From an optimization exercise on the open Yosys and OpenROAD flow, aimed at small area and a short achievable clock period; shortcuts taken in it are not production practice. At most, simulation tests tie the RTL to the original design; equivalence was not proved. The RTL of run 2 was laid out without a check of its function. Power is estimated from default activity; no workload was simulated.

==> flow/constraint.sdc <==
create_clock -name core_clock -period 4.5 [get_ports {clk}]
set_input_delay 0.9000 -clock core_clock [delete_from_list [all_inputs] [get_ports {clk}]]
set_output_delay 0.9000 -clock core_clock [all_outputs]
set_load 0.01 [all_outputs]
==> flow/run.sh <==
#!/bin/bash
# synth_recipe.tcl (not shown) runs the flow's synth.tcl, then flattens the netlist and writes it again
# the make line also repeats each setting of config.mk as NAME=value (left out here)
make -C /OpenROAD-flow-scripts/flow DESIGN_CONFIG=/design/flow/config.mk WORK_HOME=/design/flow/orfs CLKGATE_MAP_FILE= SYNTH_SCRIPT=/design/flow/synth_recipe.tcl finish
==> flow/design.v <==
module multiplier_logic (
    input  wire        clk,
    input  wire        rst_n,
    input  wire [15:0] a,
    input  wire [15:0] b,
    output reg  [31:0] y
);
  reg r1_a0;
  reg r1_a1;
  reg r1_a2;
  reg r1_a3;
  reg r1_a4;
  reg r1_a5;
  reg r1_a6;
  reg r1_a7;
  reg r1_a8;
  reg r1_a9;
  reg r1_a10;
  reg r1_a11;
  reg r1_a12;
  reg r1_a13;
  reg r1_a14;
  reg r1_a15;
  reg r1_b15;
  reg r1_one1;
  reg r1_two2;
  reg r1_neg3;
  reg r1_one4;
  reg r1_two5;
  reg r1_neg6;
  reg r1_one7;
  reg r1_two8;
  reg r1_neg9;
  reg r1_one10;
  reg r1_two11;
  reg r1_neg12;
  reg r1_one13;
  reg r1_two14;
  reg r1_neg15;
  reg r1_one16;
  reg r1_two17;
  reg r1_neg18;
  reg r1_one19;
  reg r1_two20;
  reg r1_neg21;
  reg r1_one22;
  reg r1_two23;
  reg r1_neg24;
  reg r2_s193;
  reg r2_s195;
  reg r2_s199;
  reg r2_c200;
  reg r2_s201;
  reg r2_p63;
  reg r2_s203;
  reg r2_c202;
  reg r2_c204;
  reg r2_s205;
  reg r2_s207;
  reg r2_s209;
  reg r2_c210;
  reg r2_s213;
  reg r2_c214;
  reg r2_s219;
  reg r2_c218;
  reg r2_s221;
  reg r2_c220;
  reg r2_s223;
  reg r2_s227;
  reg r2_c224;
  reg r2_s229;
  reg r2_s233;
  reg r2_c230;
  reg r2_s235;
  reg r2_c236;
  reg r2_s241;
  reg r2_s243;
  reg r2_s245;
  reg r2_s247;
  reg r2_c242;
  reg r2_c244;
  reg r2_s249;
  reg r2_s253;
  reg r2_s255;
  reg r2_c250;
  reg r2_s257;
  reg r2_s261;
  reg r2_c258;
  reg r2_s263;
  reg r2_s265;
  reg r2_s269;
  reg r2_s271;
  reg r2_c264;
  reg r2_c266;
  reg r2_s273;
  reg r2_s279;
  reg r2_c274;
  reg r2_s281;
  reg r2_s283;
  reg r2_c282;
  reg r2_c284;
  reg r2_s291;
  reg r2_s293;
  reg r2_s297;
  reg r2_c292;
  reg r2_c294;
  reg r2_s299;
  reg r2_s301;
  reg r2_c300;
  reg r2_c302;
  reg r2_s307;
  reg r2_s309;
  reg r2_s311;
  reg r2_s313;
  reg r2_c308;
  reg r2_c310;
  reg r2_s315;
  reg r2_s317;
  reg r2_s319;
  reg r2_c316;
  reg r2_s321;
  reg r2_s325;
  reg r2_c322;
  reg r2_s327;
  reg r2_s331;
  reg r2_c328;
  reg r2_s333;
  reg r2_c332;
  reg r2_s335;
  reg r2_c334;
  reg r2_s337;
  reg r2_s339;
  reg r2_c338;
  reg r2_s341;
  reg r2_c342;
  reg r2_s345;
  reg r2_c346;
  reg r2_s349;
  reg r2_c348;
  reg r2_s351;
  reg r2_c350;
  reg r2_c352;
  reg r2_s353;
  reg r2_s355;
  reg r3_r2_s193;
  reg r3_r2_s195;
  reg r3_r2_s199;
  reg r3_s357;
  reg r3_s361;
  reg r3_s365;
  reg r3_c366;
  reg r3_s367;
  reg r3_r2_c210;
  reg r3_r2_s213;
  reg r3_c368;
  reg r3_r2_c214;
  reg r3_r2_s219;
  reg r3_r2_s223;
  reg r3_s369;
  reg r3_c370;
  reg r3_s371;
  reg r3_c372;
  reg r3_s373;
  reg r3_c374;
  reg r3_s375;
  reg r3_s377;
  reg r3_s379;
  reg r3_c380;
  reg r3_s383;
  reg r3_c384;
  reg r3_s387;
  reg r3_s393;
  reg r3_c392;
  reg r3_s397;
  reg r3_c394;
  reg r3_c398;
  reg r3_s401;
  reg r3_s407;
  reg r3_c406;
  reg r3_s411;
  reg r3_c408;
  reg r3_s417;
  reg r3_c416;
  reg r3_s421;
  reg r3_c418;
  reg r3_s425;
  reg r3_c424;
  reg r3_s427;
  reg r3_c426;
  reg r3_s431;
  reg r3_s435;
  reg r3_s437;
  reg r3_c436;
  reg r3_s439;
  reg r3_s441;
  reg r3_c440;
  reg r3_s443;
  reg r3_r2_s355;
  reg r3_c444;
  wire one1 = b[0] ^ 1'b0;
  wire two2 = (b[1] & ~b[0] & ~1'b0) | (~b[1] & b[0] & 1'b0);
  wire neg3 = b[1];
  wire one4 = b[2] ^ b[1];
  wire two5 = (b[3] & ~b[2] & ~b[1]) | (~b[3] & b[2] & b[1]);
  wire neg6 = b[3];
  wire one7 = b[4] ^ b[3];
  wire two8 = (b[5] & ~b[4] & ~b[3]) | (~b[5] & b[4] & b[3]);
  wire neg9 = b[5];
  wire one10 = b[6] ^ b[5];
  wire two11 = (b[7] & ~b[6] & ~b[5]) | (~b[7] & b[6] & b[5]);
  wire neg12 = b[7];
  wire one13 = b[8] ^ b[7];
  wire two14 = (b[9] & ~b[8] & ~b[7]) | (~b[9] & b[8] & b[7]);
  wire neg15 = b[9];
  wire one16 = b[10] ^ b[9];
  wire two17 = (b[11] & ~b[10] & ~b[9]) | (~b[11] & b[10] & b[9]);
  wire neg18 = b[11];
  wire one19 = b[12] ^ b[11];
  wire two20 = (b[13] & ~b[12] & ~b[11]) | (~b[13] & b[12] & b[11]);
  wire neg21 = b[13];
  wire one22 = b[14] ^ b[13];
  wire two23 = (b[15] & ~b[14] & ~b[13]) | (~b[15] & b[14] & b[13]);
  wire neg24 = b[15];
  wire p25 = ((r1_one1 & r1_a0) | (r1_two2 & 1'b0)) ^ r1_neg3;
  wire p26 = ((r1_one1 & r1_a1) | (r1_two2 & r1_a0)) ^ r1_neg3;
  wire p27 = ((r1_one1 & r1_a2) | (r1_two2 & r1_a1)) ^ r1_neg3;
  wire p28 = ((r1_one1 & r1_a3) | (r1_two2 & r1_a2)) ^ r1_neg3;
  wire p29 = ((r1_one1 & r1_a4) | (r1_two2 & r1_a3)) ^ r1_neg3;
  wire p30 = ((r1_one1 & r1_a5) | (r1_two2 & r1_a4)) ^ r1_neg3;
  wire p31 = ((r1_one1 & r1_a6) | (r1_two2 & r1_a5)) ^ r1_neg3;
  wire p32 = ((r1_one1 & r1_a7) | (r1_two2 & r1_a6)) ^ r1_neg3;
  wire p33 = ((r1_one1 & r1_a8) | (r1_two2 & r1_a7)) ^ r1_neg3;
  wire p34 = ((r1_one1 & r1_a9) | (r1_two2 & r1_a8)) ^ r1_neg3;
  wire p35 = ((r1_one1 & r1_a10) | (r1_two2 & r1_a9)) ^ r1_neg3;
  wire p36 = ((r1_one1 & r1_a11) | (r1_two2 & r1_a10)) ^ r1_neg3;
  wire p37 = ((r1_one1 & r1_a12) | (r1_two2 & r1_a11)) ^ r1_neg3;
  wire p38 = ((r1_one1 & r1_a13) | (r1_two2 & r1_a12)) ^ r1_neg3;
  wire p39 = ((r1_one1 & r1_a14) | (r1_two2 & r1_a13)) ^ r1_neg3;
  wire p40 = ((r1_one1 & r1_a15) | (r1_two2 & r1_a14)) ^ r1_neg3;
  wire p41 = ((r1_one1 & 1'b0) | (r1_two2 & r1_a15)) ^ r1_neg3;
  wire ns42 = ~r1_neg3;
  wire ng43 = r1_neg3;
  wire p44 = ((r1_one4 & r1_a0) | (r1_two5 & 1'b0)) ^ r1_neg6;
  wire p45 = ((r1_one4 & r1_a1) | (r1_two5 & r1_a0)) ^ r1_neg6;
  wire p46 = ((r1_one4 & r1_a2) | (r1_two5 & r1_a1)) ^ r1_neg6;
  wire p47 = ((r1_one4 & r1_a3) | (r1_two5 & r1_a2)) ^ r1_neg6;
  wire p48 = ((r1_one4 & r1_a4) | (r1_two5 & r1_a3)) ^ r1_neg6;
  wire p49 = ((r1_one4 & r1_a5) | (r1_two5 & r1_a4)) ^ r1_neg6;
  wire p50 = ((r1_one4 & r1_a6) | (r1_two5 & r1_a5)) ^ r1_neg6;
  wire p51 = ((r1_one4 & r1_a7) | (r1_two5 & r1_a6)) ^ r1_neg6;
  wire p52 = ((r1_one4 & r1_a8) | (r1_two5 & r1_a7)) ^ r1_neg6;
  wire p53 = ((r1_one4 & r1_a9) | (r1_two5 & r1_a8)) ^ r1_neg6;
  wire p54 = ((r1_one4 & r1_a10) | (r1_two5 & r1_a9)) ^ r1_neg6;
  wire p55 = ((r1_one4 & r1_a11) | (r1_two5 & r1_a10)) ^ r1_neg6;
  wire p56 = ((r1_one4 & r1_a12) | (r1_two5 & r1_a11)) ^ r1_neg6;
  wire p57 = ((r1_one4 & r1_a13) | (r1_two5 & r1_a12)) ^ r1_neg6;
  wire p58 = ((r1_one4 & r1_a14) | (r1_two5 & r1_a13)) ^ r1_neg6;
  wire p59 = ((r1_one4 & r1_a15) | (r1_two5 & r1_a14)) ^ r1_neg6;
  wire p60 = ((r1_one4 & 1'b0) | (r1_two5 & r1_a15)) ^ r1_neg6;
  wire ns61 = ~r1_neg6;
  wire ng62 = r1_neg6;
  wire p63 = ((r1_one7 & r1_a0) | (r1_two8 & 1'b0)) ^ r1_neg9;
  wire p64 = ((r1_one7 & r1_a1) | (r1_two8 & r1_a0)) ^ r1_neg9;
  wire p65 = ((r1_one7 & r1_a2) | (r1_two8 & r1_a1)) ^ r1_neg9;
  wire p66 = ((r1_one7 & r1_a3) | (r1_two8 & r1_a2)) ^ r1_neg9;
  wire p67 = ((r1_one7 & r1_a4) | (r1_two8 & r1_a3)) ^ r1_neg9;
  wire p68 = ((r1_one7 & r1_a5) | (r1_two8 & r1_a4)) ^ r1_neg9;
  wire p69 = ((r1_one7 & r1_a6) | (r1_two8 & r1_a5)) ^ r1_neg9;
  wire p70 = ((r1_one7 & r1_a7) | (r1_two8 & r1_a6)) ^ r1_neg9;
  wire p71 = ((r1_one7 & r1_a8) | (r1_two8 & r1_a7)) ^ r1_neg9;
  wire p72 = ((r1_one7 & r1_a9) | (r1_two8 & r1_a8)) ^ r1_neg9;
  wire p73 = ((r1_one7 & r1_a10) | (r1_two8 & r1_a9)) ^ r1_neg9;
  wire p74 = ((r1_one7 & r1_a11) | (r1_two8 & r1_a10)) ^ r1_neg9;
  wire p75 = ((r1_one7 & r1_a12) | (r1_two8 & r1_a11)) ^ r1_neg9;
  wire p76 = ((r1_one7 & r1_a13) | (r1_two8 & r1_a12)) ^ r1_neg9;
  wire p77 = ((r1_one7 & r1_a14) | (r1_two8 & r1_a13)) ^ r1_neg9;
  wire p78 = ((r1_one7 & r1_a15) | (r1_two8 & r1_a14)) ^ r1_neg9;
  wire p79 = ((r1_one7 & 1'b0) | (r1_two8 & r1_a15)) ^ r1_neg9;
  wire ns80 = ~r1_neg9;
  wire ng81 = r1_neg9;
  wire p82 = ((r1_one10 & r1_a0) | (r1_two11 & 1'b0)) ^ r1_neg12;
  wire p83 = ((r1_one10 & r1_a1) | (r1_two11 & r1_a0)) ^ r1_neg12;
  wire p84 = ((r1_one10 & r1_a2) | (r1_two11 & r1_a1)) ^ r1_neg12;
  wire p85 = ((r1_one10 & r1_a3) | (r1_two11 & r1_a2)) ^ r1_neg12;
  wire p86 = ((r1_one10 & r1_a4) | (r1_two11 & r1_a3)) ^ r1_neg12;
  wire p87 = ((r1_one10 & r1_a5) | (r1_two11 & r1_a4)) ^ r1_neg12;
  wire p88 = ((r1_one10 & r1_a6) | (r1_two11 & r1_a5)) ^ r1_neg12;
  wire p89 = ((r1_one10 & r1_a7) | (r1_two11 & r1_a6)) ^ r1_neg12;
  wire p90 = ((r1_one10 & r1_a8) | (r1_two11 & r1_a7)) ^ r1_neg12;
  wire p91 = ((r1_one10 & r1_a9) | (r1_two11 & r1_a8)) ^ r1_neg12;
  wire p92 = ((r1_one10 & r1_a10) | (r1_two11 & r1_a9)) ^ r1_neg12;
  wire p93 = ((r1_one10 & r1_a11) | (r1_two11 & r1_a10)) ^ r1_neg12;
  wire p94 = ((r1_one10 & r1_a12) | (r1_two11 & r1_a11)) ^ r1_neg12;
  wire p95 = ((r1_one10 & r1_a13) | (r1_two11 & r1_a12)) ^ r1_neg12;
  wire p96 = ((r1_one10 & r1_a14) | (r1_two11 & r1_a13)) ^ r1_neg12;
  wire p97 = ((r1_one10 & r1_a15) | (r1_two11 & r1_a14)) ^ r1_neg12;
  wire p98 = ((r1_one10 & 1'b0) | (r1_two11 & r1_a15)) ^ r1_neg12;
  wire ns99 = ~r1_neg12;
  wire ng100 = r1_neg12;
  wire p101 = ((r1_one13 & r1_a0) | (r1_two14 & 1'b0)) ^ r1_neg15;
  wire p102 = ((r1_one13 & r1_a1) | (r1_two14 & r1_a0)) ^ r1_neg15;
  wire p103 = ((r1_one13 & r1_a2) | (r1_two14 & r1_a1)) ^ r1_neg15;
  wire p104 = ((r1_one13 & r1_a3) | (r1_two14 & r1_a2)) ^ r1_neg15;
  wire p105 = ((r1_one13 & r1_a4) | (r1_two14 & r1_a3)) ^ r1_neg15;
  wire p106 = ((r1_one13 & r1_a5) | (r1_two14 & r1_a4)) ^ r1_neg15;
  wire p107 = ((r1_one13 & r1_a6) | (r1_two14 & r1_a5)) ^ r1_neg15;
  wire p108 = ((r1_one13 & r1_a7) | (r1_two14 & r1_a6)) ^ r1_neg15;
  wire p109 = ((r1_one13 & r1_a8) | (r1_two14 & r1_a7)) ^ r1_neg15;
  wire p110 = ((r1_one13 & r1_a9) | (r1_two14 & r1_a8)) ^ r1_neg15;
  wire p111 = ((r1_one13 & r1_a10) | (r1_two14 & r1_a9)) ^ r1_neg15;
  wire p112 = ((r1_one13 & r1_a11) | (r1_two14 & r1_a10)) ^ r1_neg15;
  wire p113 = ((r1_one13 & r1_a12) | (r1_two14 & r1_a11)) ^ r1_neg15;
  wire p114 = ((r1_one13 & r1_a13) | (r1_two14 & r1_a12)) ^ r1_neg15;
  wire p115 = ((r1_one13 & r1_a14) | (r1_two14 & r1_a13)) ^ r1_neg15;
  wire p116 = ((r1_one13 & r1_a15) | (r1_two14 & r1_a14)) ^ r1_neg15;
  wire p117 = ((r1_one13 & 1'b0) | (r1_two14 & r1_a15)) ^ r1_neg15;
  wire ns118 = ~r1_neg15;
  wire ng119 = r1_neg15;
  wire p120 = ((r1_one16 & r1_a0) | (r1_two17 & 1'b0)) ^ r1_neg18;
  wire p121 = ((r1_one16 & r1_a1) | (r1_two17 & r1_a0)) ^ r1_neg18;
  wire p122 = ((r1_one16 & r1_a2) | (r1_two17 & r1_a1)) ^ r1_neg18;
  wire p123 = ((r1_one16 & r1_a3) | (r1_two17 & r1_a2)) ^ r1_neg18;
  wire p124 = ((r1_one16 & r1_a4) | (r1_two17 & r1_a3)) ^ r1_neg18;
  wire p125 = ((r1_one16 & r1_a5) | (r1_two17 & r1_a4)) ^ r1_neg18;
  wire p126 = ((r1_one16 & r1_a6) | (r1_two17 & r1_a5)) ^ r1_neg18;
  wire p127 = ((r1_one16 & r1_a7) | (r1_two17 & r1_a6)) ^ r1_neg18;
  wire p128 = ((r1_one16 & r1_a8) | (r1_two17 & r1_a7)) ^ r1_neg18;
  wire p129 = ((r1_one16 & r1_a9) | (r1_two17 & r1_a8)) ^ r1_neg18;
  wire p130 = ((r1_one16 & r1_a10) | (r1_two17 & r1_a9)) ^ r1_neg18;
  wire p131 = ((r1_one16 & r1_a11) | (r1_two17 & r1_a10)) ^ r1_neg18;
  wire p132 = ((r1_one16 & r1_a12) | (r1_two17 & r1_a11)) ^ r1_neg18;
  wire p133 = ((r1_one16 & r1_a13) | (r1_two17 & r1_a12)) ^ r1_neg18;
  wire p134 = ((r1_one16 & r1_a14) | (r1_two17 & r1_a13)) ^ r1_neg18;
  wire p135 = ((r1_one16 & r1_a15) | (r1_two17 & r1_a14)) ^ r1_neg18;
  wire p136 = ((r1_one16 & 1'b0) | (r1_two17 & r1_a15)) ^ r1_neg18;
  wire ns137 = ~r1_neg18;
  wire ng138 = r1_neg18;
  wire p139 = ((r1_one19 & r1_a0) | (r1_two20 & 1'b0)) ^ r1_neg21;
  wire p140 = ((r1_one19 & r1_a1) | (r1_two20 & r1_a0)) ^ r1_neg21;
  wire p141 = ((r1_one19 & r1_a2) | (r1_two20 & r1_a1)) ^ r1_neg21;
  wire p142 = ((r1_one19 & r1_a3) | (r1_two20 & r1_a2)) ^ r1_neg21;
  wire p143 = ((r1_one19 & r1_a4) | (r1_two20 & r1_a3)) ^ r1_neg21;
  wire p144 = ((r1_one19 & r1_a5) | (r1_two20 & r1_a4)) ^ r1_neg21;
  wire p145 = ((r1_one19 & r1_a6) | (r1_two20 & r1_a5)) ^ r1_neg21;
  wire p146 = ((r1_one19 & r1_a7) | (r1_two20 & r1_a6)) ^ r1_neg21;
  wire p147 = ((r1_one19 & r1_a8) | (r1_two20 & r1_a7)) ^ r1_neg21;
  wire p148 = ((r1_one19 & r1_a9) | (r1_two20 & r1_a8)) ^ r1_neg21;
  wire p149 = ((r1_one19 & r1_a10) | (r1_two20 & r1_a9)) ^ r1_neg21;
  wire p150 = ((r1_one19 & r1_a11) | (r1_two20 & r1_a10)) ^ r1_neg21;
  wire p151 = ((r1_one19 & r1_a12) | (r1_two20 & r1_a11)) ^ r1_neg21;
  wire p152 = ((r1_one19 & r1_a13) | (r1_two20 & r1_a12)) ^ r1_neg21;
  wire p153 = ((r1_one19 & r1_a14) | (r1_two20 & r1_a13)) ^ r1_neg21;
  wire p154 = ((r1_one19 & r1_a15) | (r1_two20 & r1_a14)) ^ r1_neg21;
  wire p155 = ((r1_one19 & 1'b0) | (r1_two20 & r1_a15)) ^ r1_neg21;
  wire ns156 = ~r1_neg21;
  wire ng157 = r1_neg21;
  wire p158 = ((r1_one22 & r1_a0) | (r1_two23 & 1'b0)) ^ r1_neg24;
  wire p159 = ((r1_one22 & r1_a1) | (r1_two23 & r1_a0)) ^ r1_neg24;
  wire p160 = ((r1_one22 & r1_a2) | (r1_two23 & r1_a1)) ^ r1_neg24;
  wire p161 = ((r1_one22 & r1_a3) | (r1_two23 & r1_a2)) ^ r1_neg24;
  wire p162 = ((r1_one22 & r1_a4) | (r1_two23 & r1_a3)) ^ r1_neg24;
  wire p163 = ((r1_one22 & r1_a5) | (r1_two23 & r1_a4)) ^ r1_neg24;
  wire p164 = ((r1_one22 & r1_a6) | (r1_two23 & r1_a5)) ^ r1_neg24;
  wire p165 = ((r1_one22 & r1_a7) | (r1_two23 & r1_a6)) ^ r1_neg24;
  wire p166 = ((r1_one22 & r1_a8) | (r1_two23 & r1_a7)) ^ r1_neg24;
  wire p167 = ((r1_one22 & r1_a9) | (r1_two23 & r1_a8)) ^ r1_neg24;
  wire p168 = ((r1_one22 & r1_a10) | (r1_two23 & r1_a9)) ^ r1_neg24;
  wire p169 = ((r1_one22 & r1_a11) | (r1_two23 & r1_a10)) ^ r1_neg24;
  wire p170 = ((r1_one22 & r1_a12) | (r1_two23 & r1_a11)) ^ r1_neg24;
  wire p171 = ((r1_one22 & r1_a13) | (r1_two23 & r1_a12)) ^ r1_neg24;
  wire p172 = ((r1_one22 & r1_a14) | (r1_two23 & r1_a13)) ^ r1_neg24;
  wire p173 = ((r1_one22 & r1_a15) | (r1_two23 & r1_a14)) ^ r1_neg24;
  wire p174 = ((r1_one22 & 1'b0) | (r1_two23 & r1_a15)) ^ r1_neg24;
  wire ns175 = ~r1_neg24;
  wire ng176 = r1_neg24;
  wire p177 = r1_a0 & r1_b15;
  wire p178 = r1_a1 & r1_b15;
  wire p179 = r1_a2 & r1_b15;
  wire p180 = r1_a3 & r1_b15;
  wire p181 = r1_a4 & r1_b15;
  wire p182 = r1_a5 & r1_b15;
  wire p183 = r1_a6 & r1_b15;
  wire p184 = r1_a7 & r1_b15;
  wire p185 = r1_a8 & r1_b15;
  wire p186 = r1_a9 & r1_b15;
  wire p187 = r1_a10 & r1_b15;
  wire p188 = r1_a11 & r1_b15;
  wire p189 = r1_a12 & r1_b15;
  wire p190 = r1_a13 & r1_b15;
  wire p191 = r1_a14 & r1_b15;
  wire p192 = r1_a15 & r1_b15;
  wire s193 = ng43 ^ p25;
  wire c194 = ng43 & p25;
  wire s195 = p26 ^ c194;
  wire c196 = p26 & c194;
  wire s197, c198;
  mult_fa u_s197 (.x(ng62), .y(p27), .z(p44), .s(s197), .c(c198));
  wire s199 = c196 ^ s197;
  wire c200 = c196 & s197;
  wire s201, c202;
  mult_fa u_s201 (.x(p28), .y(p45), .z(c198), .s(s201), .c(c202));
  wire s203, c204;
  mult_fa u_s203 (.x(ng81), .y(p29), .z(p46), .s(s203), .c(c204));
  wire s205, c206;
  mult_fa u_s205 (.x(p30), .y(p47), .z(p64), .s(s205), .c(c206));
  wire s207, c208;
  mult_fa u_s207 (.x(ng100), .y(p31), .z(p48), .s(s207), .c(c208));
  wire s209, c210;
  mult_fa u_s209 (.x(p65), .y(p82), .z(c206), .s(s209), .c(c210));
  wire s211, c212;
  mult_fa u_s211 (.x(p32), .y(p49), .z(p66), .s(s211), .c(c212));
  wire s213, c214;
  mult_fa u_s213 (.x(p83), .y(c208), .z(s211), .s(s213), .c(c214));
  wire s215, c216;
  mult_fa u_s215 (.x(ng119), .y(p101), .z(p33), .s(s215), .c(c216));
  wire s217, c218;
  mult_fa u_s217 (.x(p50), .y(p67), .z(p84), .s(s217), .c(c218));
  wire s219, c220;
  mult_fa u_s219 (.x(c212), .y(s215), .z(s217), .s(s219), .c(c220));
  wire s221, c222;
  mult_fa u_s221 (.x(p102), .y(p34), .z(p51), .s(s221), .c(c222));
  wire s223, c224;
  mult_fa u_s223 (.x(p68), .y(p85), .z(c216), .s(s223), .c(c224));
  wire s225, c226;
  mult_fa u_s225 (.x(ng138), .y(p103), .z(p120), .s(s225), .c(c226));
  wire s227, c228;
  mult_fa u_s227 (.x(p35), .y(p52), .z(p69), .s(s227), .c(c228));
  wire s229, c230;
  mult_fa u_s229 (.x(p86), .y(c222), .z(s225), .s(s229), .c(c230));
  wire s231, c232;
  mult_fa u_s231 (.x(p104), .y(p121), .z(p36), .s(s231), .c(c232));
  wire s233, c234;
  mult_fa u_s233 (.x(p53), .y(p70), .z(p87), .s(s233), .c(c234));
  wire s235, c236;
  mult_fa u_s235 (.x(c226), .y(c228), .z(s231), .s(s235), .c(c236));
  wire s237, c238;
  mult_fa u_s237 (.x(ng157), .y(p105), .z(p122), .s(s237), .c(c238));
  wire s239, c240;
  mult_fa u_s239 (.x(p139), .y(p37), .z(p54), .s(s239), .c(c240));
  wire s241, c242;
  mult_fa u_s241 (.x(p71), .y(p88), .z(c232), .s(s241), .c(c242));
  wire s243, c244;
  mult_fa u_s243 (.x(c234), .y(s237), .z(s239), .s(s243), .c(c244));
  wire s245, c246;
  mult_fa u_s245 (.x(p106), .y(p123), .z(p140), .s(s245), .c(c246));
  wire s247, c248;
  mult_fa u_s247 (.x(p38), .y(p55), .z(p72), .s(s247), .c(c248));
  wire s249, c250;
  mult_fa u_s249 (.x(p89), .y(c238), .z(c240), .s(s249), .c(c250));
  wire s251, c252;
  mult_fa u_s251 (.x(ng176), .y(p107), .z(p124), .s(s251), .c(c252));
  wire s253, c254;
  mult_fa u_s253 (.x(p141), .y(p158), .z(p39), .s(s253), .c(c254));
  wire s255, c256;
  mult_fa u_s255 (.x(p56), .y(p73), .z(p90), .s(s255), .c(c256));
  wire s257, c258;
  mult_fa u_s257 (.x(c246), .y(c248), .z(s251), .s(s257), .c(c258));
  wire s259, c260;
  mult_fa u_s259 (.x(p108), .y(p125), .z(p142), .s(s259), .c(c260));
  wire s261, c262;
  mult_fa u_s261 (.x(p159), .y(p40), .z(p57), .s(s261), .c(c262));
  wire s263, c264;
  mult_fa u_s263 (.x(p74), .y(p91), .z(c252), .s(s263), .c(c264));
  wire s265, c266;
  mult_fa u_s265 (.x(c254), .y(c256), .z(s259), .s(s265), .c(c266));
  wire s267, c268;
  mult_fa u_s267 (.x(p177), .y(p109), .z(p126), .s(s267), .c(c268));
  wire s269, c270;
  mult_fa u_s269 (.x(p143), .y(p160), .z(p41), .s(s269), .c(c270));
  wire s271, c272;
  mult_fa u_s271 (.x(p58), .y(p75), .z(p92), .s(s271), .c(c272));
  wire s273, c274;
  mult_fa u_s273 (.x(c260), .y(c262), .z(s267), .s(s273), .c(c274));
  wire s275, c276;
  mult_fa u_s275 (.x(1'b1), .y(ns42), .z(p178), .s(s275), .c(c276));
  wire s277, c278;
  mult_fa u_s277 (.x(p110), .y(p127), .z(p144), .s(s277), .c(c278));
  wire s279, c280;
  mult_fa u_s279 (.x(p161), .y(p59), .z(p76), .s(s279), .c(c280));
  wire s281, c282;
  mult_fa u_s281 (.x(p93), .y(s275), .z(c268), .s(s281), .c(c282));
  wire s283, c284;
  mult_fa u_s283 (.x(c270), .y(c272), .z(s277), .s(s283), .c(c284));
  wire s285, c286;
  mult_fa u_s285 (.x(1'b1), .y(p179), .z(p111), .s(s285), .c(c286));
  wire s287, c288;
  mult_fa u_s287 (.x(p128), .y(p145), .z(p162), .s(s287), .c(c288));
  wire s289, c290;
  mult_fa u_s289 (.x(p60), .y(p77), .z(p94), .s(s289), .c(c290));
  wire s291, c292;
  mult_fa u_s291 (.x(c276), .y(c278), .z(c280), .s(s291), .c(c292));
  wire s293, c294;
  mult_fa u_s293 (.x(s285), .y(s287), .z(s289), .s(s293), .c(c294));
  wire s295, c296;
  mult_fa u_s295 (.x(ns61), .y(p180), .z(p112), .s(s295), .c(c296));
  wire s297, c298;
  mult_fa u_s297 (.x(p129), .y(p146), .z(p163), .s(s297), .c(c298));
  wire s299, c300;
  mult_fa u_s299 (.x(p78), .y(p95), .z(c286), .s(s299), .c(c300));
  wire s301, c302;
  mult_fa u_s301 (.x(c288), .y(c290), .z(s295), .s(s301), .c(c302));
  wire s303, c304;
  mult_fa u_s303 (.x(1'b1), .y(p181), .z(p113), .s(s303), .c(c304));
  wire s305, c306;
  mult_fa u_s305 (.x(p130), .y(p147), .z(p164), .s(s305), .c(c306));
  wire s307, c308;
  mult_fa u_s307 (.x(p79), .y(p96), .z(c296), .s(s307), .c(c308));
  wire s309, c310;
  mult_fa u_s309 (.x(c298), .y(s303), .z(s305), .s(s309), .c(c310));
  wire s311, c312;
  mult_fa u_s311 (.x(ns80), .y(p182), .z(p114), .s(s311), .c(c312));
  wire s313, c314;
  mult_fa u_s313 (.x(p131), .y(p148), .z(p165), .s(s313), .c(c314));
  wire s315, c316;
  mult_fa u_s315 (.x(p97), .y(c304), .z(c306), .s(s315), .c(c316));
  wire s317, c318;
  mult_fa u_s317 (.x(1'b1), .y(p183), .z(p115), .s(s317), .c(c318));
  wire s319, c320;
  mult_fa u_s319 (.x(p132), .y(p149), .z(p166), .s(s319), .c(c320));
  wire s321, c322;
  mult_fa u_s321 (.x(p98), .y(c312), .z(c314), .s(s321), .c(c322));
  wire s323, c324;
  mult_fa u_s323 (.x(ns99), .y(p184), .z(p116), .s(s323), .c(c324));
  wire s325, c326;
  mult_fa u_s325 (.x(p133), .y(p150), .z(p167), .s(s325), .c(c326));
  wire s327, c328;
  mult_fa u_s327 (.x(c318), .y(c320), .z(s323), .s(s327), .c(c328));
  wire s329, c330;
  mult_fa u_s329 (.x(1'b1), .y(p185), .z(p117), .s(s329), .c(c330));
  wire s331, c332;
  mult_fa u_s331 (.x(p134), .y(p151), .z(p168), .s(s331), .c(c332));
  wire s333, c334;
  mult_fa u_s333 (.x(c324), .y(c326), .z(s329), .s(s333), .c(c334));
  wire s335, c336;
  mult_fa u_s335 (.x(ns118), .y(p186), .z(p135), .s(s335), .c(c336));
  wire s337, c338;
  mult_fa u_s337 (.x(p152), .y(p169), .z(c330), .s(s337), .c(c338));
  wire s339, c340;
  mult_fa u_s339 (.x(1'b1), .y(p187), .z(p136), .s(s339), .c(c340));
  wire s341, c342;
  mult_fa u_s341 (.x(p153), .y(p170), .z(c336), .s(s341), .c(c342));
  wire s343, c344;
  mult_fa u_s343 (.x(ns137), .y(p188), .z(p154), .s(s343), .c(c344));
  wire s345, c346;
  mult_fa u_s345 (.x(p171), .y(c340), .z(s343), .s(s345), .c(c346));
  wire s347, c348;
  mult_fa u_s347 (.x(1'b1), .y(p189), .z(p155), .s(s347), .c(c348));
  wire s349, c350;
  mult_fa u_s349 (.x(p172), .y(c344), .z(s347), .s(s349), .c(c350));
  wire s351, c352;
  mult_fa u_s351 (.x(ns156), .y(p190), .z(p173), .s(s351), .c(c352));
  wire s353, c354;
  mult_fa u_s353 (.x(1'b1), .y(p191), .z(p174), .s(s353), .c(c354));
  wire s355, c356;
  mult_fa u_s355 (.x(ns175), .y(p192), .z(c354), .s(s355), .c(c356));
  wire s357 = r2_c200 ^ r2_s201;
  wire c358 = r2_c200 & r2_s201;
  wire s359, c360;
  mult_fa u_s359 (.x(r2_c202), .y(r2_p63), .z(r2_s203), .s(s359), .c(c360));
  wire s361 = c358 ^ s359;
  wire c362 = c358 & s359;
  wire s363, c364;
  mult_fa u_s363 (.x(r2_c204), .y(r2_s205), .z(c360), .s(s363), .c(c364));
  wire s365 = c362 ^ s363;
  wire c366 = c362 & s363;
  wire s367, c368;
  mult_fa u_s367 (.x(r2_s207), .y(r2_s209), .z(c364), .s(s367), .c(c368));
  wire s369, c370;
  mult_fa u_s369 (.x(r2_c218), .y(r2_c220), .z(r2_s221), .s(s369), .c(c370));
  wire s371, c372;
  mult_fa u_s371 (.x(r2_c224), .y(r2_s227), .z(r2_s229), .s(s371), .c(c372));
  wire s373, c374;
  mult_fa u_s373 (.x(r2_c230), .y(r2_s233), .z(r2_s235), .s(s373), .c(c374));
  wire s375, c376;
  mult_fa u_s375 (.x(r2_c236), .y(r2_s241), .z(r2_s243), .s(s375), .c(c376));
  wire s377, c378;
  mult_fa u_s377 (.x(r2_c242), .y(r2_c244), .z(r2_s245), .s(s377), .c(c378));
  wire s379, c380;
  mult_fa u_s379 (.x(r2_s247), .y(r2_s249), .z(c376), .s(s379), .c(c380));
  wire s381, c382;
  mult_fa u_s381 (.x(r2_c250), .y(r2_s253), .z(r2_s255), .s(s381), .c(c382));
  wire s383, c384;
  mult_fa u_s383 (.x(r2_s257), .y(c378), .z(s381), .s(s383), .c(c384));
  wire s385, c386;
  mult_fa u_s385 (.x(r2_c258), .y(r2_s261), .z(r2_s263), .s(s385), .c(c386));
  wire s387, c388;
  mult_fa u_s387 (.x(r2_s265), .y(c382), .z(s385), .s(s387), .c(c388));
  wire s389, c390;
  mult_fa u_s389 (.x(r2_c264), .y(r2_c266), .z(r2_s269), .s(s389), .c(c390));
  wire s391, c392;
  mult_fa u_s391 (.x(r2_s271), .y(r2_s273), .z(c386), .s(s391), .c(c392));
  wire s393, c394;
  mult_fa u_s393 (.x(s389), .y(c388), .z(s391), .s(s393), .c(c394));
  wire s395, c396;
  mult_fa u_s395 (.x(r2_c274), .y(r2_s279), .z(r2_s281), .s(s395), .c(c396));
  wire s397, c398;
  mult_fa u_s397 (.x(r2_s283), .y(c390), .z(s395), .s(s397), .c(c398));
  wire s399, c400;
  mult_fa u_s399 (.x(r2_c282), .y(r2_c284), .z(r2_s291), .s(s399), .c(c400));
  wire s401, c402;
  mult_fa u_s401 (.x(r2_s293), .y(c396), .z(s399), .s(s401), .c(c402));
  wire s403, c404;
  mult_fa u_s403 (.x(r2_c292), .y(r2_c294), .z(r2_s297), .s(s403), .c(c404));
  wire s405, c406;
  mult_fa u_s405 (.x(r2_s299), .y(r2_s301), .z(c400), .s(s405), .c(c406));
  wire s407, c408;
  mult_fa u_s407 (.x(s403), .y(c402), .z(s405), .s(s407), .c(c408));
  wire s409, c410;
  mult_fa u_s409 (.x(r2_c300), .y(r2_c302), .z(r2_s307), .s(s409), .c(c410));
  wire s411, c412;
  mult_fa u_s411 (.x(r2_s309), .y(c404), .z(s409), .s(s411), .c(c412));
  wire s413, c414;
  mult_fa u_s413 (.x(r2_c308), .y(r2_c310), .z(r2_s311), .s(s413), .c(c414));
  wire s415, c416;
  mult_fa u_s415 (.x(r2_s313), .y(r2_s315), .z(c410), .s(s415), .c(c416));
  wire s417, c418;
  mult_fa u_s417 (.x(s413), .y(c412), .z(s415), .s(s417), .c(c418));
  wire s419, c420;
  mult_fa u_s419 (.x(r2_c316), .y(r2_s317), .z(r2_s319), .s(s419), .c(c420));
  wire s421, c422;
  mult_fa u_s421 (.x(r2_s321), .y(c414), .z(s419), .s(s421), .c(c422));
  wire s423, c424;
  mult_fa u_s423 (.x(r2_c322), .y(r2_s325), .z(r2_s327), .s(s423), .c(c424));
  wire s425, c426;
  mult_fa u_s425 (.x(c420), .y(s423), .z(c422), .s(s425), .c(c426));
  wire s427, c428;
  mult_fa u_s427 (.x(r2_c328), .y(r2_s331), .z(r2_s333), .s(s427), .c(c428));
  wire s429, c430;
  mult_fa u_s429 (.x(r2_c332), .y(r2_c334), .z(r2_s335), .s(s429), .c(c430));
  wire s431, c432;
  mult_fa u_s431 (.x(r2_s337), .y(c428), .z(s429), .s(s431), .c(c432));
  wire s433, c434;
  mult_fa u_s433 (.x(r2_c338), .y(r2_s339), .z(r2_s341), .s(s433), .c(c434));
  wire s435, c436;
  mult_fa u_s435 (.x(c430), .y(s433), .z(c432), .s(s435), .c(c436));
  wire s437, c438;
  mult_fa u_s437 (.x(r2_c342), .y(r2_s345), .z(c434), .s(s437), .c(c438));
  wire s439, c440;
  mult_fa u_s439 (.x(r2_c346), .y(r2_s349), .z(c438), .s(s439), .c(c440));
  wire s441, c442;
  mult_fa u_s441 (.x(r2_c348), .y(r2_c350), .z(r2_s351), .s(s441), .c(c442));
  wire s443, c444;
  mult_fa u_s443 (.x(r2_c352), .y(r2_s353), .z(c442), .s(s443), .c(c444));
  wire s445 = r3_c368 ^ r3_r2_c210;
  wire c446 = r3_c368 & r3_r2_c210;
  wire s447 = r3_r2_c214 ^ r3_r2_s219;
  wire c448 = r3_r2_c214 & r3_r2_s219;
  wire s449 = r3_r2_s223 ^ r3_s369;
  wire c450 = r3_r2_s223 & r3_s369;
  wire s451 = r3_c370 ^ r3_s371;
  wire c452 = r3_c370 & r3_s371;
  wire s453 = r3_c372 ^ r3_s373;
  wire c454 = r3_c372 & r3_s373;
  wire s455 = r3_c374 ^ r3_s375;
  wire c456 = r3_c374 & r3_s375;
  wire s457 = r3_s377 ^ r3_s379;
  wire c458 = r3_s377 & r3_s379;
  wire s459 = r3_c380 ^ r3_s383;
  wire c460 = r3_c380 & r3_s383;
  wire s461 = r3_c384 ^ r3_s387;
  wire c462 = r3_c384 & r3_s387;
  wire s463 = r3_c392 ^ r3_c394;
  wire c464 = r3_c392 & r3_c394;
  wire s465 = r3_c398 ^ r3_s401;
  wire c466 = r3_c398 & r3_s401;
  wire s467 = r3_c406 ^ r3_c408;
  wire c468 = r3_c406 & r3_c408;
  wire s469 = r3_c416 ^ r3_c418;
  wire c470 = r3_c416 & r3_c418;
  wire s471 = r3_c424 ^ r3_c426;
  wire c472 = r3_c424 & r3_c426;
  wire [31:0] ra = {r3_c444, r3_s443, r3_c440, r3_s439, r3_c436, r3_s435, r3_s431, r3_s427, r3_s425, r3_s421, r3_s417, r3_s411, r3_s407, c464, r3_s397, r3_s393, c460, c458, c456, c454, c452, c450, c448, c446, r3_r2_s213, r3_c366, r3_s365, r3_s361, r3_s357, r3_r2_s199, r3_r2_s195, r3_r2_s193};
  wire [31:0] rb = {r3_r2_s355, 1'b0, r3_s441, 1'b0, r3_s437, 1'b0, c472, s471, c470, s469, c468, s467, c466, s465, s463, c462, s461, s459, s457, s455, s453, s451, s449, s447, s445, r3_s367, 1'b0, 1'b0, 1'b0, 1'b0, 1'b0, 1'b0};
  wire [16:0] plo = ra[15:0] + rb[15:0];
  reg [16:0] r4_plo;
  reg [15:0] r4_ha, r4_hb;
  always @(posedge clk) begin r4_plo <= plo; r4_ha <= ra[31:16]; r4_hb <= rb[31:16]; end
  wire [15:0] phi = r4_ha + r4_hb + r4_plo[16];
  wire [31:0] prod = {phi, r4_plo[15:0]};
  always @(posedge clk) begin
    r1_a0 <= a[0];
    r1_a1 <= a[1];
    r1_a2 <= a[2];
    r1_a3 <= a[3];
    r1_a4 <= a[4];
    r1_a5 <= a[5];
    r1_a6 <= a[6];
    r1_a7 <= a[7];
    r1_a8 <= a[8];
    r1_a9 <= a[9];
    r1_a10 <= a[10];
    r1_a11 <= a[11];
    r1_a12 <= a[12];
    r1_a13 <= a[13];
    r1_a14 <= a[14];
    r1_a15 <= a[15];
    r1_b15 <= b[15];
    r1_one1 <= one1;
    r1_two2 <= two2;
    r1_neg3 <= neg3;
    r1_one4 <= one4;
    r1_two5 <= two5;
    r1_neg6 <= neg6;
    r1_one7 <= one7;
    r1_two8 <= two8;
    r1_neg9 <= neg9;
    r1_one10 <= one10;
    r1_two11 <= two11;
    r1_neg12 <= neg12;
    r1_one13 <= one13;
    r1_two14 <= two14;
    r1_neg15 <= neg15;
    r1_one16 <= one16;
    r1_two17 <= two17;
    r1_neg18 <= neg18;
    r1_one19 <= one19;
    r1_two20 <= two20;
    r1_neg21 <= neg21;
    r1_one22 <= one22;
    r1_two23 <= two23;
    r1_neg24 <= neg24;
    r2_s193 <= s193;
    r2_s195 <= s195;
    r2_s199 <= s199;
    r2_c200 <= c200;
    r2_s201 <= s201;
    r2_p63 <= p63;
    r2_s203 <= s203;
    r2_c202 <= c202;
    r2_c204 <= c204;
    r2_s205 <= s205;
    r2_s207 <= s207;
    r2_s209 <= s209;
    r2_c210 <= c210;
    r2_s213 <= s213;
    r2_c214 <= c214;
    r2_s219 <= s219;
    r2_c218 <= c218;
    r2_s221 <= s221;
    r2_c220 <= c220;
    r2_s223 <= s223;
    r2_s227 <= s227;
    r2_c224 <= c224;
    r2_s229 <= s229;
    r2_s233 <= s233;
    r2_c230 <= c230;
    r2_s235 <= s235;
    r2_c236 <= c236;
    r2_s241 <= s241;
    r2_s243 <= s243;
    r2_s245 <= s245;
    r2_s247 <= s247;
    r2_c242 <= c242;
    r2_c244 <= c244;
    r2_s249 <= s249;
    r2_s253 <= s253;
    r2_s255 <= s255;
    r2_c250 <= c250;
    r2_s257 <= s257;
    r2_s261 <= s261;
    r2_c258 <= c258;
    r2_s263 <= s263;
    r2_s265 <= s265;
    r2_s269 <= s269;
    r2_s271 <= s271;
    r2_c264 <= c264;
    r2_c266 <= c266;
    r2_s273 <= s273;
    r2_s279 <= s279;
    r2_c274 <= c274;
    r2_s281 <= s281;
    r2_s283 <= s283;
    r2_c282 <= c282;
    r2_c284 <= c284;
    r2_s291 <= s291;
    r2_s293 <= s293;
    r2_s297 <= s297;
    r2_c292 <= c292;
    r2_c294 <= c294;
    r2_s299 <= s299;
    r2_s301 <= s301;
    r2_c300 <= c300;
    r2_c302 <= c302;
    r2_s307 <= s307;
    r2_s309 <= s309;
    r2_s311 <= s311;
    r2_s313 <= s313;
    r2_c308 <= c308;
    r2_c310 <= c310;
    r2_s315 <= s315;
    r2_s317 <= s317;
    r2_s319 <= s319;
    r2_c316 <= c316;
    r2_s321 <= s321;
    r2_s325 <= s325;
    r2_c322 <= c322;
    r2_s327 <= s327;
    r2_s331 <= s331;
    r2_c328 <= c328;
    r2_s333 <= s333;
    r2_c332 <= c332;
    r2_s335 <= s335;
    r2_c334 <= c334;
    r2_s337 <= s337;
    r2_s339 <= s339;
    r2_c338 <= c338;
    r2_s341 <= s341;
    r2_c342 <= c342;
    r2_s345 <= s345;
    r2_c346 <= c346;
    r2_s349 <= s349;
    r2_c348 <= c348;
    r2_s351 <= s351;
    r2_c350 <= c350;
    r2_c352 <= c352;
    r2_s353 <= s353;
    r2_s355 <= s355;
    r3_r2_s193 <= r2_s193;
    r3_r2_s195 <= r2_s195;
    r3_r2_s199 <= r2_s199;
    r3_s357 <= s357;
    r3_s361 <= s361;
    r3_s365 <= s365;
    r3_c366 <= c366;
    r3_s367 <= s367;
    r3_r2_c210 <= r2_c210;
    r3_r2_s213 <= r2_s213;
    r3_c368 <= c368;
    r3_r2_c214 <= r2_c214;
    r3_r2_s219 <= r2_s219;
    r3_r2_s223 <= r2_s223;
    r3_s369 <= s369;
    r3_c370 <= c370;
    r3_s371 <= s371;
    r3_c372 <= c372;
    r3_s373 <= s373;
    r3_c374 <= c374;
    r3_s375 <= s375;
    r3_s377 <= s377;
    r3_s379 <= s379;
    r3_c380 <= c380;
    r3_s383 <= s383;
    r3_c384 <= c384;
    r3_s387 <= s387;
    r3_s393 <= s393;
    r3_c392 <= c392;
    r3_s397 <= s397;
    r3_c394 <= c394;
    r3_c398 <= c398;
    r3_s401 <= s401;
    r3_s407 <= s407;
    r3_c406 <= c406;
    r3_s411 <= s411;
    r3_c408 <= c408;
    r3_s417 <= s417;
    r3_c416 <= c416;
    r3_s421 <= s421;
    r3_c418 <= c418;
    r3_s425 <= s425;
    r3_c424 <= c424;
    r3_s427 <= s427;
    r3_c426 <= c426;
    r3_s431 <= s431;
    r3_s435 <= s435;
    r3_s437 <= s437;
    r3_c436 <= c436;
    r3_s439 <= s439;
    r3_s441 <= s441;
    r3_c440 <= c440;
    r3_s443 <= s443;
    r3_r2_s355 <= r2_s355;
    r3_c444 <= c444;
  end
  reg [3:0] v;
  always @(posedge clk) begin
    if (!rst_n) begin
      v <= 4'd0;
      y <= 32'd0;
    end else begin
      v <= {v[2:0], 1'b1};
      y <= v[3] ? prod : 32'd0;
    end
  end
endmodule
module mult_fa (input wire x, input wire y, input wire z, output wire s, output wire c);
  assign s = x ^ y ^ z;
  assign c = (x & y) | (x & z) | (y & z);
endmodule
==> flow/config.mk <==
export PLATFORM = sky130hd
export DESIGN_NAME = multiplier_logic
export DESIGN_NICKNAME = multiplier_logic
export VERILOG_FILES = /design/flow/design.v
export SDC_FILE = /design/flow/constraint.sdc
export NUM_CORES = 4
export LEC_CHECK = 0
export CAP_MARGIN = 20
export CORE_MARGIN = 2
export CORE_UTILIZATION = 40
export CTS_CLUSTER_DIAMETER = 60
export CTS_CLUSTER_SIZE = 50
export SETUP_SLACK_MARGIN = 2.5
export SLEW_MARGIN = 20
export SYNTH_HIERARCHICAL = 1
export SYNTH_MINIMUM_KEEP_SIZE = 0
==> summary.md, run 1 <==
| Metric | Value |
|---|---|
| Yosys warning count | 7 |
| Critical Path RT | 4.90 ns |
| Share of cells above drive strength 1 | 14.6% |
| Die footprint | 0.0321 mm2 |
| Outcome | complete, no violations |
| Area fraction of the dominant cell type after synthesis | 44.5% |
| Hold Vio Cnt, Final | 0 |
| Final HPWL DP | 17.2 mm |
| Die Span X | 179 um |
| Area growth, synth to finish | 15.7% |
| RePlAce Congestion | 0.826 |
| Pwr/cell area | 635 mW/mm2 |
| I/O Pins | 66 |
| Final count of negative-setup-slack endpoints | 0 |
| CP cell instances | a22oi_1 > xnor2_2 > fa_1 > fa_1 |
| Sequential cell area fraction in the yosys report | 44.5% |
| Via Count | 7395 |
| CTS H-tree depth | 1 |
| Final period util | 44.8% |
| Number of DRC markers in iteration 0 | 639 |
| Critical Path Max Stage Delay | 0.52 ns |
| Core footprint | 0.0304 mm2 |
| WL per Instance | 18.1 um |
| Post-synth EDFFs | 0 |
| TritonCTS clock tree | built |
| Main flop type after synthesis | dfxtp_1 |
| Number of max-cap violations | 0 |
| Post-DRT Antenna Nets | 0 |
| Cell taking the most area after synthesis | dfxtp_1 |
| Clk buf depth | 3 |
| DR pass1 iterations | 5 |
| Startpoint types | register |
| Skew final | 0.0124 ns |
| Nets | 1241 |
| CP bufs+invs | 0 |
| Dominant cells by area after synthesis | dfxtp_1, fa_1, xnor2_1 |
| Fin crit period | 2.02 ns |
| Chip Height | 179 um |
| Crit-path max FO | 17 |
| Setup TNS | 0 ns |
| RSZ-0062 raised after global routing | true |
| Worst VDD drop | 280 uV |
| Worst-margin pin slew | 0.561 ns |
| GR Util All Layers | 16.6% |
| Distinct cell type count after synthesis | 47 |
| N_diodes | 0 |
| WL final | 26.3 mm |
| Avg Cell Area, Syn | 12.1 um2 |
| Max-slew violations | 0 |
| Vias in the first global route | 7539 |
| WP data arrival | 2.41 ns |
| Fmax achieved | 496 MHz |
| Root buffer cell | clkbuf_16 |
| Worst min-delay path class | reg2reg |
| Initial antenna violation count | 0 |
| Slew HR | 62.5% |
| Crit-path leading delay family | adder cells |
| I/O Buffers | 65 |
| DRC Markers | 0 |
| Ys async rst share | 0% |
| Row cnt | 64 |
| Largest net degree at the start of global routing | 36 |
| Hold-fix buffers at CTS | 0 |
| Filler instances | 2799 |
| Yosys reg bits | 273 |
| First-pass GRT wire length | 41.2 mm |
| Design Power | 9.02 mW |
| Leak Pwr | 5.54 nW |
| Synth Instances | 1011 |
| Initial Util | 40.3% |
| CP Class | reg2reg |
| Total CTS buffers | 20 |
| Crit end category | register |
| Vias/cell | 5.09 |
| CTS Sinks | 273 |
| Mapped Area | 0.0123 mm2 |
| Worst path most repeated cell | fa_1 |
| Grt ovf | 0 |
| CP max stage cell | dfxtp_4 |
| Latest clock arrival within the worst-skew pair | 0.51 ns |
| Clock-pin slew on the worst setup and hold paths | 0.08 ns |
[placed cells by master (no fill, tap or decap), drive strengths merged, types with 2 or more instances in the layout]
cell / count
nor3b: 4
o211ai: 5
buf: 28
nand2: 26
nor3: 5
nand4: 2
fa: 123
conb: 8
xor2: 12
xnor2: 142
o21ai: 16
and3: 20
nor2: 19
nand2b: 8
dfxtp: 273
bufinv: 2
nand3b: 6
clkbuf: 45
a22oi: 120
nand3: 7
clkdlybuf4s50: 33
a211o: 2
inv: 19
a21o: 7
ha: 40
clkdlybuf4s15: 9
a21oi: 20
o31ai: 2
nor2b: 4
a211oi: 3
o2111ai: 2
and2: 25
o21a: 5
clkinv: 4
[path summary, 6_finish.rpt]
| kind | slack (ns) | end | cells after the start | startpoint |
|---|---|---|---|---|
| min reg2reg | 0.33 | r3_r2_s355 | 0 | r2_s355 |
| max | 2.48 | r2_s283 | 4 | r1_a8 |
| max reg2reg | 2.48 | r2_s283 | 4 | r1_a8 |
| min | 0.33 | r3_r2_s355 | 0 | r2_s355 |
[state kept, by name, summed over array words and instances, names as in the netlist, 4 cells and up]
register and flops:
r4_ha 16, v 4, y 32, r4_plo 17, r4_hb 13
[worst register-to-register path, stage by stage (launching register included)]
cell	delay [ns]
dfxtp_4	0.52
a22oi_1	0.17
xnor2_2	0.25
fa_1	0.49
fa_1	0.47
[cells in the mapped netlist (6+ instances only)]
cell type,n
clkbuf_1,70
xor2_1,12
and2_1,25
dfxtp_1,273
inv_1,15
nand2_1,25
a22oi_1,120
nand2b_1,8
xnor2_1,142
and3_1,20
nor2_1,19
a21oi_1,20
a21o_1,6
buf_2,15
ha_1,40
o21ai_0,16
nand3_1,7
fa_1,123
nand3b_1,6
[area by class of cell]
class	count	area, um2	share of cell area (%)
flip-flops and latches	273	5610	39.5
multi-input cells	644	6570	46.3
repair buffers	90	747	5.26
well taps	396	495	3.49
clock inverters	11	165	1.16
clock buffers	25	551	3.88
inverters	15	56.3	0.397
[layer usage]
layer | global-route usage [%] | wire (um) | vias to the layer above
li1 | - | - | 3448
met1 | 23.5 | 12100 | 3595
met2 | 25.9 | 11500 | 301
met3 | 3.16 | 2140 | 51
met4 | 4.81 | 561 | 0
met5 | 0 | 0 | -
[cells by family (layout without fill, tap and decap cells)]
logic type	count (synthesis)	after routing	share of synthesized area [%]
adder cells (fa/ha/maj)	163	163	24.1
buffers and inverters	101	141	3.24
AO/OA/AOI/OAI	190	190	11.3
XOR/XNOR	154	154	11.0
flip-flops	273	273	44.5
other	1	8	0.0306
multiplexers	1	1	0.0816
AND/OR/NAND/NOR	128	128	5.69
[modules after synthesis, one instance, submodules excluded]
module / copies in the design / cells / flip-flops and latches / cell area [um2]
mult_fa: 120 / 1 / 0 / 20.0
multiplier_logic: 1 / 891 / 273 / 9870
[per-stage QoR]
stage | worst slack (ns) | hold WS, ns | cells | instance area [um2] | utilization (%)
2_1_floorplan | 2.46 | 0.310 | 1018 | 12400 | -
3_3_place_gp | 1.93 | 0.313 | 1398 | 13100 | 43.2
3_5_place_dp | 1.89 | 0.312 | 1398 | 13100 | 43.2
4_1_cts | 2.46 | 0.326 | 1436 | 14100 | 46.3
5_1_grt | 2.41 | 0.329 | 1454 | 14200 | 46.7
6_report | 2.48 | 0.327 | 1454 | 14200 | 46.7
[what timing repair did]
action / CTS / global route
hold endpoints to repair: 0 / 0
endpoints found under the setup margin: 111 / 65
gates resized for setup: 148 / 47
buffers inserted: 2 / 18
pin swaps: 12 / 7
[report_power, final]
group / internal [mW] / switching (mW) / total, mW
Sequential: 3.31 / 0.486 / 3.79
Clock: 1.03 / 0.899 / 1.93
Combinational: 1.60 / 1.70 / 3.30
Total: 5.93 / 3.09 / 9.02
==> run 2: changes to the inputs <==
--- a/flow/design.v
+++ b/flow/design.v
@@ -675,7 +675,8 @@
   reg [16:0] r4_plo;
   reg [15:0] r4_ha, r4_hb;
   always @(posedge clk) begin r4_plo <= plo; r4_ha <= ra[31:16]; r4_hb <= rb[31:16]; end
-  wire [15:0] phi = r4_ha + r4_hb + r4_plo[16];
+  wire [16:0] phs = {r4_ha, r4_plo[16]} + {r4_hb, r4_plo[16]};
+  wire [15:0] phi = phs[16:1];
   wire [31:0] prod = {phi, r4_plo[15:0]};
   always @(posedge clk) begin
     r1_a0 <= a[0];
==> summary.md, run 2 <==
| Metric | Value |
|---|---|
| Outcome | complete, no violations |
| Post-Layout Cell Count | 1470 |
| Post-DRT Antenna Nets | 0 |
| Critical Path RT | 4.90 ns |
| N_diodes | 0 |
| Post-synth EDFFs | 0 |
| Largest net degree at the start of global routing | 36 |
| Hold-critical path depth | 0 |
| Count leader, synth | dfxtp_1 |
| Vias/cell | 5.06 |
| Cell taking the most area after synthesis | dfxtp_1 |
| CTS Sinks | 273 |
| Via Count | 7434 |
| Dominant cells by area after synthesis | dfxtp_1, fa_1, xnor2_1 |
| Initial antenna violation count | 0 |
| First-pass GRT wire length | 40.7 mm |
| I/O Pins | 66 |
| I/O Buffers | 65 |
| Top flop regs | y: 32 flops, r4_plo: 17 flops, r4_ha: 16 flops |
| Max FFs per register | 32 |
| Clk buf depth | 3 |
| Fin crit period | 2.01 ns |
| Main flop type after synthesis | dfxtp_1 |
| Worst path most repeated cell | fa_1 |
| Final count of negative-setup-slack endpoints | 0 |
| TritonCTS clock tree | built |
| CP max stage cell | fa_1 |
| Startpoint types | register |
| Number of DRC markers in iteration 0 | 624 |
| Final period util | 44.8% |
| Core footprint | 0.0303 mm2 |
| Worst hold slack | 0.323 ns |
| Area growth, synth to finish | 18.7% |
| Crit-path max FO | 16 |
| Avg Cell Area, Syn | 12.3 um2 |
| Setup TNS | 0 ns |
| Yosys reg bits | 273 |
| Synth Instances | 998 |
| Chip Height | 179 um |
| Most common cell after layout, fill and taps aside | dfxtp_1 |
| Pre-CTS setup slack | 1.74 ns |
| WP data arrival | 2.41 ns |
| Crit-path leading delay family | adder cells |
| RSZ-0062 raised after global routing | true |
| Worst min-delay path class | reg2reg |
| Leak Pwr | 5.71 nW |
| Share of cells above drive strength 1 | 17.7% |
| R2R depth | 4 |
| Placed insts | 1384 |
| Latest clock arrival within the worst-skew pair | 0.51 ns |
| Max-slew violations | 0 |
| DRC Markers | 0 |
| Clock-pin slew on the worst setup and hold paths | 0.08 ns |
| WP depth | 4 |
| Vias in the first global route | 7304 |
| Initial Util | 40.3% |
| Skew final | 0.0195 ns |
| GR Util All Layers | 16.2% |
| Sequential cell area fraction in the yosys report | 44.6% |
| Root buffer cell | clkbuf_16 |
| Ys async rst share | 0% |
| Worst-margin pin slew | 0.633 ns |
| Total CTS buffers | 21 |
| CTS H-tree depth | 1 |
| CP cell instances | a22oi_1 > xnor2_1 > fa_1 > fa_1 |
| DR pass1 iterations | 5 |
| Row cnt | 64 |
| Area fraction of the dominant cell type after synthesis | 44.6% |
| Yosys warning count | 7 |
| Worst VDD drop | 278 uV |
| Design Power | 9.04 mW |
| Worst Setup Slack, final | 2.49 ns |
| Nets | 1259 |
| Grt ovf | 0 |
| Most frequent cells in the layout | dfxtp_1, xnor2_1, fa_1 |
| Die Span X | 179 um |
| Synth top cells by count | dfxtp_1, xnor2_1, fa_1 |
| Final HPWL DP | 16.8 mm |
| Hold Vio Cnt, Final | 0 |
| Number of max-cap violations | 0 |
| Distinct cell type count after synthesis | 49 |
| CP bufs+invs | 0 |
| RePlAce Congestion | 0.872 |
| WL per Instance | 17.8 um |
| CP Class | reg2reg |
| WL final | 26.2 mm |
| Mapped Area | 0.0122 mm2 |
| Pwr/cell area | 622 mW/mm2 |
| Crit end category | register |
| Die footprint | 0.0320 mm2 |
| Fmax achieved | 496 MHz |
| Hold-fix buffers at CTS | 0 |
| Biggest register | y |
| Critical Path Max Stage Delay | 0.56 ns |
| Slew HR | 57.7% |
[run 2: area by class of cell]
type	instances	area [um2]
clock buffer	21	526
clock inverter	14	199
fill	2691	15800
inverter	11	41.3
multi-input combinational	634	6550
sequential	273	5620
tap	396	495
timing repair buffer	121	1100
[run 2: per-layer routing]
metal | vias to the layer above | GRT usage (%) | part of all wire, %
li1 | 3475 | - | -
met5 | - | 0 | 0
met3 | 36 | 2.74 | 7.5
met1 | 3630 | 24.0 | 47
met4 | 0 | 3.86 | 1.8
met2 | 293 | 24.6 | 44
[run 2: cells by family (layout without fill, tap and decap cells)]
kind of cell	after synthesis	after routing	synth area share, %
XOR/XNOR	154	154	11.0
AND/OR/NAND/NOR	121	121	5.35
adder cells (fa/ha/maj)	163	163	24.1
multiplexers	5	5	0.409
other	1	8	0.0306
buffers and inverters	98	167	3.15
flip-flops	273	273	44.6
AO/OA/AOI/OAI	183	183	11.3
[run 2: worst register-to-register path, stage by stage, from the launching register on]
cell and delay [ns]:
dfxtp_4 0.51, a22oi_1 0.17, xnor2_1 0.18, fa_1 0.56, fa_1 0.49
[run 2: final timing paths]
| check | startpoint | to | slack, ns |
|---|---|---|---|
| max | r1_a6 | r2_s293 | 2.49 |
| min | r3_s437 | r4_hb[11] | 0.32 |
| max reg2reg | r1_a6 | r2_s293 | 2.49 |
| min reg2reg | r3_s437 | r4_hb[11] | 0.32 |
[run 2: timing repair]
action | CTS | global route
endpoints found under the setup margin | 102 | 58
buffers inserted | 16 | 34
gates cloned | 0 | 1
pin swaps | 8 | 5
gates resized for setup | 148 | 47
[run 2: where the power goes]
part	switching, mW	total, mW	internal, mW
Clock	0.962	1.94	0.980
Combinational	1.68	3.31	1.63
Sequential	0.483	3.79	3.30
Total	3.12	9.04	5.91
[run 2: Yosys stat by module, one instance, submodules excluded]
module,times used,flops+latches
multiplier_logic,1,273
mult_fa,120,0
[run 2: stage by stage]
step | area [um2] | utilization, %
2_1_floorplan | 12400 | -
3_3_place_gp | 13100 | 43.2
3_5_place_dp | 13100 | 43.2
4_1_cts | 14200 | 46.8
5_1_grt | 14500 | 47.9
6_report | 14500 | 47.9

afterwards: timing with drivers on the ports:
The results above use ideal ports. As a check the final layouts listed here were re-extracted and re-timed, cells and wires unchanged.
Step 1 assumes that a clkbuf_16 drives the clock port and a buf_2 every other input.
Step 2 adds t to the input delays and takes it off the output delays; t is the mean of the earliest and latest rising clock arrival at the registers after step 1. Input paths then give back, and output paths get back, about the clock's delay inside the block.
Slacks: ideal ports / drivers / drivers and shift; pairs: ideal ports / drivers.
| run | t, ns | setup slack, ns | worst register clock-pin slew, ns | worst data-port slew with drivers (ns) | cell pins on the clock port's net |
|---|---|---|---|---|---|
| run 1 | 0.555 | 2.484 / 2.484 / 2.085 | 0.08 / 0.08 | 0.03 | 1 |
| run 2 | 0.552 | 2.486 / 2.486 / 2.244 | 0.08 / 0.08 | 0.03 | 1 |
After both steps every run listed still meets setup and hold. For run 1, which loses most, drivers alone change the setup slack by 0.000 ns; drivers and shift together by -0.399 ns.
